This is an optimization exercise on Yosys and OpenROAD, whose aim is small area, not a production implementation. Only simulation tests tie the RTL to the original design; equivalence was not proved.

==> run C <==
==> flow/design.v <==
module sd_data_engine (
    input         clk,
    input         rst_n,
    input         soft_rst_n,
    input         data_ready,
    input         tx_fifo_full,
    input         data_direction,
    input         data_width,
    input  [10:0] block_len,
    input  [31:0] block_number,
    input  [31:0] read_to,
    input  [3:0]  sd_dat_in,
    input  [31:0] tx_fifo_rdata,
    output [3:0]  sd_dat_out,
    output [3:0]  sd_dat_oe,
    output        tx_fifo_re,
    output [31:0] rx_fifo_wdata,
    output        rx_fifo_we,
    output        tx_crc_status_err,
    output        rx_crc_err,
    output        transfer_complete,
    output        read_to_error,
    output        block_rx_end
);
wire dir = data_direction;
wire w   = data_width;
reg  [2:0]  state;
reg  [2:0]  nxt;
reg         adv;
reg  [13:0] cnt;         
reg  [31:0] rem;         
reg  [31:0] to_left;     
reg  [31:0] rx_sr;       
reg  [3:0]  out_q;       
reg         crc_bad;     
reg         tok_ok;      
reg         we_q;
reg         bend_q;
wire st_stop = (state == 3'd0);
wire st_wait = (state == 3'd2);
wire st_pre  = (state == 3'd3);
wire st_data = (state == 3'd4);
wire st_crc  = (state == 3'd5);
wire st_post = (state == 3'd6);
wire st_endb = (state == 3'd7);
wire rem0 = (rem == 32'd0);
wire rem1 = (rem == 32'd1);
wire to0  = (to_left == 32'd0);
wire [13:0] cnt_inc = cnt + ((st_data && w) ? 14'd4 : 14'd1);
wire        data_last = (cnt_inc == {block_len, 3'b000});
wire        word_last = (cnt[4:2] == 3'b111) && (w || cnt[1:0] == 2'b11);
always @(*) begin
    adv = 1'b0;
    nxt = state;
    case (state)
    3'd0: if (data_ready) begin adv = 1'b1; nxt = 3'd1; end
    3'd1: begin adv = 1'b1; nxt = 3'd2; end
    3'd2:
        if (!dir) begin
            if (rem0 || to0 || !sd_dat_in[0]) begin
                adv = 1'b1;
                nxt = (rem0 || to0) ? 3'd0 : 3'd4;
            end
        end else if (tx_fifo_full && (rem0 || sd_dat_in[0])) begin
            adv = 1'b1;
            nxt = rem0 ? 3'd0 : 3'd3;
        end
    3'd3:  if (cnt[1]) begin adv = 1'b1; nxt = 3'd4; end
    3'd4: if (data_last) begin adv = 1'b1; nxt = 3'd5; end
    3'd5:  if (cnt[3:0] == 4'hf) begin adv = 1'b1; nxt = dir ? 3'd6 : 3'd7; end
    3'd6: if (cnt[2:0] == 3'b111) begin adv = 1'b1; nxt = 3'd7; end
    default:  begin adv = 1'b1; nxt = rem1 ? 3'd0 : 3'd2; end
    endcase
end
always @(posedge clk or negedge rst_n) begin
    if (!rst_n)
        state <= 3'd0;
    else if (!soft_rst_n)
        state <= 3'd0;
    else
        state <= nxt;
end
always @(posedge clk) begin
    cnt     <= adv ? 14'd0 : cnt_inc;
    rem     <= st_stop ? block_number : rem - {31'd0, st_endb};
    to_left <= st_stop ? read_to : to_left - {31'd0, st_wait && sd_dat_in[0]};
end
wire [31:0] tx_word = {tx_fifo_rdata[7:0], tx_fifo_rdata[15:8],
                       tx_fifo_rdata[23:16], tx_fifo_rdata[31:24]};
wire [3:0]  tx_nib  = tx_word[{~cnt[4:2], 2'b00} +: 4];
wire [3:0]  tx_bits = {tx_nib[3:1], w ? tx_nib[0] : tx_nib[~cnt[1:0]]};
always @(posedge clk) begin
    if (st_pre && cnt[1])
        out_q <= 4'b0000;                        
    else if (st_data)
        out_q <= tx_bits;
    else if (st_crc)
        out_q <= crc_msb;
    else
        out_q <= 4'b1111;
end
wire oe = dir && ((st_pre && cnt[1:0] != 2'b00) || st_data || st_crc ||
                  (st_post && cnt[2:1] == 2'b00));
assign sd_dat_out = out_q;
assign sd_dat_oe  = {{3{oe && w}}, oe};
assign tx_fifo_re = (st_pre && cnt[1]) || (st_data && dir && word_last && !data_last);
always @(posedge clk)
    tok_ok <= (tok_ok || cnt[1:0] == 2'b00) && (sd_dat_in[0] == (cnt[1:0] == 2'b10));
assign tx_crc_status_err = st_endb && dir && !tok_ok;
wire [3:0] crc_in = dir ? tx_bits : sd_dat_in;
wire [3:0] crc_diff;
wire [3:0] crc_msb;
genvar i;
generate
    for (i = 0; i < 4; i = i + 1) begin : g_crc
        reg  [15:0] crc;     
        assign crc_msb[i]  = crc[15];
        assign crc_diff[i] = crc_in[i] ^ crc[15];
        wire fb = st_data && crc_diff[i];
        always @(posedge clk)
            if (st_data || st_crc)
                crc <= {crc[14:0], 1'b0} ^ {3'b000, fb, 6'b000000, fb, 4'b0000, fb};
            else
                crc <= 16'd0;
    end
endgenerate
always @(posedge clk) begin
    rx_sr   <= w ? {rx_sr[27:0], sd_dat_in} : {rx_sr[30:0], sd_dat_in[0]};
    crc_bad <= st_crc && (crc_bad || crc_diff[0] || (w && (crc_diff[1] || crc_diff[2] || crc_diff[3])));
end
always @(posedge clk or negedge rst_n) begin
    if (!rst_n) begin
        we_q   <= 1'b0;
        bend_q <= 1'b0;
    end else begin
        we_q   <= soft_rst_n && st_data && !dir && word_last;
        bend_q <= st_endb && !dir;
    end
end
assign rx_fifo_wdata = {rx_sr[7:0], rx_sr[15:8], rx_sr[23:16], rx_sr[31:24]};
assign rx_fifo_we    = we_q;
assign block_rx_end  = bend_q;
assign rx_crc_err    = st_endb && !dir && crc_bad;
assign transfer_complete = (st_wait && rem0 && (!dir || tx_fifo_full)) || (st_endb && rem1);
assign read_to_error     = st_wait && !dir && !rem0 && to0;
endmodule
==> flow/run.sh <==
#!/bin/bash
# synth_recipe.tcl (not shown) runs the flow's synth.tcl, then flattens the netlist and writes it again
# the make line also repeats each setting of config.mk as NAME=value (left out here)
make -C /OpenROAD-flow-scripts/flow DESIGN_CONFIG=/design/flow/config.mk WORK_HOME=/design/flow/orfs CLKGATE_MAP_FILE= SYNTH_SCRIPT=/design/flow/synth_recipe.tcl finish
==> flow/config.mk <==
export PLATFORM = sky130hd
export DESIGN_NAME = sd_data_engine
export DESIGN_NICKNAME = sd_data_engine
export VERILOG_FILES = /design/flow/design.v
export SDC_FILE = /design/flow/constraint.sdc
export NUM_CORES = 4
export LEC_CHECK = 0
export CAP_MARGIN = 20
export CORE_MARGIN = 2
export CORE_UTILIZATION = 40
export PLACE_DENSITY = 0.6
export SLEW_MARGIN = 20
==> flow/constraint.sdc <==
create_clock -name core_clock -period 12.0 [get_ports {clk}]
set_input_delay 2.4000 -clock core_clock [delete_from_list [all_inputs] [get_ports {clk}]]
set_output_delay 2.4000 -clock core_clock [all_outputs]
set_load 0.01 [all_outputs]
==> inputs of run K, as changes to run C <==
==> flow/flow/run.sh (new file) <==
#!/bin/bash
# Own layout flow: the standard flow (standard.sh, unchanged synthesis),
# with smaller port buffers and a clock tree built from small buffers without
# dummy loads. Each step's full output goes to a log file in this folder.
set -euo pipefail
bash standard.sh synth > synth.log 2>&1
bash standard.sh \
    "BUFFER_PORTS_ARGS=-buffer_cell sky130_fd_sc_hd__buf_1" \
    "CTS_ARGS=-sink_clustering_enable -repair_clock_nets -dont_use_dummy_load -sink_clustering_size 30 -sink_clustering_max_diameter 150 -root_buf sky130_fd_sc_hd__clkbuf_8 -buf_list {sky130_fd_sc_hd__clkbuf_4 sky130_fd_sc_hd__clkbuf_8}" \
    finish > layout.log 2>&1
==> flow/standard.sh (new file) <==
#!/bin/bash
# synth_recipe.tcl (not shown) runs the flow's synth.tcl, then flattens the netlist and writes it again
# the make line also repeats each setting of config.mk as NAME=value (left out here)
make -C /OpenROAD-flow-scripts/flow DESIGN_CONFIG=/design/flow/config.mk WORK_HOME=/design/flow/orfs CLKGATE_MAP_FILE= SYNTH_SCRIPT=/design/flow/synth_recipe.tcl "${@:-finish}"
--- a/flow/config.mk
+++ b/flow/config.mk
@@ -9,4 +9,4 @@
 export CORE_MARGIN = 2
-export CORE_UTILIZATION = 40
-export PLACE_DENSITY = 0.6
+export CORE_UTILIZATION = 60
+export PLACE_DENSITY = 0.7
 export SLEW_MARGIN = 20
removed: flow/run.sh
==> inputs of run M, as changes to run C <==
==> flow/flow/run.sh (new file) <==
#!/bin/bash
# Own layout flow: the standard flow (standard.sh, unchanged synthesis),
# with smaller port buffers and a clock tree built from small buffers without
# dummy loads. Each step's full output goes to a log file in this folder.
set -euo pipefail
bash standard.sh synth > synth.log 2>&1
bash standard.sh \
    "BUFFER_PORTS_ARGS=-buffer_cell sky130_fd_sc_hd__buf_1" \
    "CTS_ARGS=-sink_clustering_enable -repair_clock_nets -dont_use_dummy_load -sink_clustering_size 30 -sink_clustering_max_diameter 150 -root_buf sky130_fd_sc_hd__clkbuf_8 -buf_list {sky130_fd_sc_hd__clkbuf_4 sky130_fd_sc_hd__clkbuf_8}" \
    finish > layout.log 2>&1
==> flow/standard.sh (new file) <==
#!/bin/bash
# synth_recipe.tcl (not shown) runs the flow's synth.tcl, then flattens the netlist and writes it again
# the make line also repeats each setting of config.mk as NAME=value (left out here)
make -C /OpenROAD-flow-scripts/flow DESIGN_CONFIG=/design/flow/config.mk WORK_HOME=/design/flow/orfs CLKGATE_MAP_FILE= SYNTH_SCRIPT=/design/flow/synth_recipe.tcl "${@:-finish}"
removed: flow/run.sh
==> impl_metrics.json <==
{
  "die_h_um": 145,
  "die_w_um": 145,
  "clock_skew_ns": 0.0381,
  "gp_congestion": 0.772,
  "hp-start": "g_crc[1].crc[10]$_SDFF_PN0_",
  "via_per_inst": 4.82,
  "status": "timing/DRC/antenna clean",
  "grt_pass1_wl_um": 27500,
  "p_clk_mw": 0.311,
  "multi_input_area_share": 0.445,
  "r2r-start": "state[2]$_DFFE_PN0P_"
}
That was run M.
==> impl_metrics.json <==
{
  "final.setup.worst_slack_ns": 3.47,
  "cp.required_ns": 9.60,
  "grt_pass1_wl_um": 28700,
  "clk_pin_slew_worst_paths_ns": 0.07,
  "status": "timing/DRC/antenna clean",
  "clock_skew_ns": 0.0135,
  "p_clk_mw": 0.592,
  "crit_cells": 13,
  "multi_input_area_share": 0.384,
  "die_w_um": 145,
  "gp_congestion": 0.817,
  "routed_wl_um": 18200
}
That was run C.
==> impl_metrics.json <==
{
  "status": "timing/DRC/antenna clean",
  "p_clk_mw": 0.306,
  "via_per_inst": 5.43,
  "grt_pass1_wl_um": 28800,
  "multi_input_area_share": 0.450,
  "hp-start": "g_crc[1].crc[13]$_SDFF_PN0_",
  "die_w_um": 119,
  "die_h_um": 119,
  "gp_congestion": 0.867
}
That was run K.

==> what the ideal ports hide <==
No port has a modelled driver above. Below, the same layouts with a new extraction and two added sets of constraints. Step 1: set_driving_cell puts a clkbuf_16 on clk and a buf_2 on each other input, an assumption about the parent block. Step 2, shift: input delay + t, output delay - t, t = (earliest + latest rising clock arrival at the registers) / 2. This alone moves slack from input paths to output paths. Three values: no drivers, after step 1, after step 2; two values: the first two.
run	shift t [ns]	setup WS [ns]	worst setup path after step 2	latest minus earliest clock arrival (ns)	slew at the worst register clock pin (ns)
run C	0.469	3.470 / 3.443 / 3.443	input to output	0.014 / 0.014	0.08 / 0.08
run K	0.486	3.972 / 3.948 / 3.948	input to output	0.041 / 0.041	0.11 / 0.11
run M	0.480	4.238 / 4.201 / 4.201	input to output	0.038 / 0.038	0.11 / 0.11
After both steps every run listed still meets setup and hold. The setup slack of run M, which loses most, moves by -0.037 ns with the drivers and by -0.037 ns with both steps.
